What follows belongs to an exercise in optimizing a design on an open flow for small area; a production flow would make more cautious choices.
The RTL was checked by simulation tests, not by an equivalence proof against the original design.
Power figures rest on the tool's default switching activity, not on a simulated workload.

Design CannyEdge, start of the top module:
module CannyEdge(dAddrRegRow, dAddrRegCol, bWE, bCE, InData, OutData,
	OPMode, bOPEnable, dReadReg, dWriteReg, clk, rst_b);
	input      [2:0] dAddrRegRow, dAddrRegCol;
	input            bWE, bCE;
	input      [7:0] InData;
	output reg [7:0] OutData;
	input      [2:0] OPMode;
	input            bOPEnable;
	input      [3:0] dReadReg, dWriteReg;
	input            clk, rst_b;
	function [16:0] rca;
		input [15:0] a, b;
		input        ci;
		integer k;
		reg c;
		begin
			c = ci;
			for (k = 0; k < 16; k = k + 1) begin
				rca[k] = a[k] ^ b[k] ^ c;
				c = (a[k] & b[k]) | (c & (a[k] ^ b[k]));
			end
			rca[16] = c;
		end
	endfunction
	function geq;
		input [15:0] a, b;
		integer k;
		reg c;
		begin
			c = 1'b1;
			for (k = 0; k < 16; k = k + 1)
				c = (a[k] & ~b[k]) | (c & (a[k] | ~b[k]));
			geq = c;
		end
	endfunction
	function [9:0] mag;
		input [10:0] v;
		integer k;
		reg o;
		begin
			o = 1'b0;
			for (k = 0; k < 10; k = k + 1) begin
				mag[k] = v[k] ^ (v[10] & o);
				o = o | v[k];
			end
		end
	endfunction
	wire wr    = ~bCE & ~bWE;
	wire rd    = ~bCE &  bWE;
	wire run   =  bCE & ~bOPEnable;
	wire run_g = run & (OPMode == 3'd0);
	wire run_s = run & (OPMode == 3'd1);
  ...
export LEC_CHECK = 0
export CAP_MARGIN = 20
export CORE_MARGIN = 2
export CORE_UTILIZATION = 60
export CTS_BUF_LIST = sky130_fd_sc_hd__clkbuf_8
export CTS_CLUSTER_SIZE = 20
export GPL_TIMING_DRIVEN = 0
export PLACE_DENSITY = 0.75
export SLEW_MARGIN = 20
create_clock -name core_clock -period 12.0 [get_ports {clk}]
run.sh (not shown) runs the stock make flow with config.mk's settings and CLKGATE_MAP_FILE= SYNTH_SCRIPT=/design/flow/synth_recipe.tcl, a recipe that flattens the netlist after the stock synthesis.
The baseline produced a clean layout.
==> next run, changes <==
==> flow/flow/run.sh (new file) <==
#!/bin/bash
# Layout flow: the standard synthesis unchanged, then the standard ORFS
# layout with these changes:
#  - the buffers ABC inserted are removed at floorplan (REMOVE_ABC_BUFFERS);
#    placement repair adds back any that slew, capacitance or timing need;
#  - every input and output port still gets a buffer, but a buf_1 instead of
#    the default clkdlybuf4s50_1;
#  - clock tree: no dummy loads;
#  - before global routing, cells on paths with slack are downsized and the
#    slew and capacitance repair is run again (flow/pre_grt.tcl).
set -euo pipefail
here=$(pwd)
bash standard.sh synth > synth.log 2>&1
bash standard.sh REMOVE_ABC_BUFFERS=1 \
  "BUFFER_PORTS_ARGS=-buffer_cell sky130_fd_sc_hd__buf_1" \
  "CTS_ARGS=-sink_clustering_enable -repair_clock_nets -sink_clustering_size 16 -sink_clustering_max_diameter 80 -buf_list sky130_fd_sc_hd__clkbuf_8 -dont_use_dummy_load" \
  "PRE_GLOBAL_ROUTE_TCL=$here/flow/pre_grt.tcl" \
  finish > layout.log 2>&1
==> flow/flow/pre_grt.tcl (new file) <==
# Before global routing: downsize cells on paths with slack, then repair
# any slew or capacitance that the downsizing broke, and legalize.
puts "pre_grt hook: power recovery"
set_dont_use $::env(DONT_USE_CELLS)
estimate_parasitics -placement
report_wns
repair_timing -recover_power 100 -verbose
repair_design -slew_margin $::env(SLEW_MARGIN) -cap_margin $::env(CAP_MARGIN) -verbose
set_placement_padding -global \
  -left $::env(CELL_PAD_IN_SITES_DETAIL_PLACEMENT) \
  -right $::env(CELL_PAD_IN_SITES_DETAIL_PLACEMENT)
detailed_placement
check_placement -verbose
estimate_parasitics -placement
report_wns
==> flow/standard.sh (new file) <==
#!/bin/bash
# synth_recipe.tcl (not shown) runs the flow's synth.tcl, then flattens the netlist and writes it again
# the make line also repeats each setting of config.mk as NAME=value (left out here)
make -C /OpenROAD-flow-scripts/flow DESIGN_CONFIG=/design/flow/config.mk WORK_HOME=/design/flow/orfs CLKGATE_MAP_FILE= SYNTH_SCRIPT=/design/flow/synth_recipe.tcl "${@:-finish}"
- ABC_AREA: unset -> 1
- CORE_UTILIZATION: 60 -> 70
- CTS_CLUSTER_DIAMETER: unset -> 80
- CTS_CLUSTER_SIZE: 20 -> 16
- PLACE_DENSITY: 0.75 -> 0.8
removed: flow/run.sh
Effect: The new run produced a clean layout; final area decreases by 6.8%; synthesized cell count increases by 20%; utilization increases by 5.5 points; total power decreases by 1.3%; sequential share of layout area increases by 3.5 points; area after synthesis barely changes.
==> next run, changes <==
==> flow/run.sh (new file) <==
#!/bin/bash
# synth_recipe.tcl (not shown) runs the flow's synth.tcl, then flattens the netlist and writes it again
# the make line also repeats each setting of config.mk as NAME=value (left out here)
make -C /OpenROAD-flow-scripts/flow DESIGN_CONFIG=/design/flow/config.mk WORK_HOME=/design/flow/orfs CLKGATE_MAP_FILE= SYNTH_SCRIPT=/design/flow/synth_recipe.tcl finish
- ABC_AREA: 1 -> unset
- GPL_TIMING_DRIVEN: 0 -> 1
removed: flow/flow/run.sh
removed: flow/flow/pre_grt.tcl
removed: flow/standard.sh
What happened: The new run finished with timing, DRC and antenna clean; wire length goes up by 18%; power is lower by 14%; design area went up by 2.2%; synthesized cell count decreases by 17%; area after synthesis hardly moves; critical path depth drops by 17; via count went up by 1.8%.
==> next run, changes <==
==> flow/flow/run.sh (new file) <==
#!/bin/bash
# Layout flow: the standard synthesis unchanged, then the standard ORFS
# layout with these changes:
#  - the buffers ABC inserted are removed at floorplan (REMOVE_ABC_BUFFERS);
#    placement repair adds back any that slew, capacitance or timing need;
#  - every input and output port still gets a buffer, but a buf_1 instead of
#    the default clkdlybuf4s50_1;
#  - clock tree: no dummy loads;
#  - after global routing, cells on paths with slack are downsized
#    (RECOVER_POWER).
set -euo pipefail
bash standard.sh synth > synth.log 2>&1
bash standard.sh REMOVE_ABC_BUFFERS=1 \
  "BUFFER_PORTS_ARGS=-buffer_cell sky130_fd_sc_hd__buf_1" \
  "CTS_ARGS=-sink_clustering_enable -repair_clock_nets -sink_clustering_size 16 -sink_clustering_max_diameter 80 -buf_list sky130_fd_sc_hd__clkbuf_8 -dont_use_dummy_load" \
  RECOVER_POWER=100 \
  finish > layout.log 2>&1
==> flow/standard.sh (new file) <==
#!/bin/bash
# synth_recipe.tcl (not shown) runs the flow's synth.tcl, then flattens the netlist and writes it again
# the make line also repeats each setting of config.mk as NAME=value (left out here)
make -C /OpenROAD-flow-scripts/flow DESIGN_CONFIG=/design/flow/config.mk WORK_HOME=/design/flow/orfs CLKGATE_MAP_FILE= SYNTH_SCRIPT=/design/flow/synth_recipe.tcl "${@:-finish}"
- GPL_TIMING_DRIVEN: 1 -> 0
removed: flow/run.sh
With this change the flow finished but failed the layout checks on max-capacitance violations, max-slew violations.
Combinational power decreases by 12%.
Sequential share of layout area increases by 1.4 points.
Critical path depth stays the same.
Clock-buffer cell count decreases by 1.
Via count decreases by 5.6%.
Global-route usage decreases by 4.2 points.
Non-clock buffer count decreases by 19.
Clock skew decreases by 0.012 ns.
Setup slack got worse by 1.2 ns.
Cell area decreases by 2.6%.
Utilization decreases by 2.0 points.

port drivers added, routing unchanged:
The results above use ideal ports. As a check the final layouts listed here were re-extracted and re-timed, cells and wires unchanged. Step 1, drivers: a clkbuf_16 drives clk and a buf_2 each remaining input, both assumed. Step 2 times the ports against the registers' clock, not the clock port: input delays grow and output delays shrink by t, the midpoint of the rising clock arrivals with the driver on. Slacks: ideal / step 1 / step 2; pairs: ideal / step 1.
| run | t, ns | setup slack, ns | worst setup path after step 2 | worst slew at a driven data input, ns | pins driven straight from the clock port |
|---|---|---|---|---|---|
| the first run | 0.640 | 1.504 / 1.525 / 0.885 | input to register | 0.07 | 1 |
| the second run | 0.615 | 0.641 / 0.655 / 0.041 | input to register | 0.05 | 1 |
| the third run | 0.638 | 1.697 / 1.720 / 1.082 | input to register | 0.04 | 1 |
| the fourth run | 0.613 | 0.510 / 0.536 / -0.078 | input to register | 0.04 | 1 |
For the first run, which loses most, drivers alone change the setup slack by +0.021 ns; drivers and shift together by -0.619 ns.
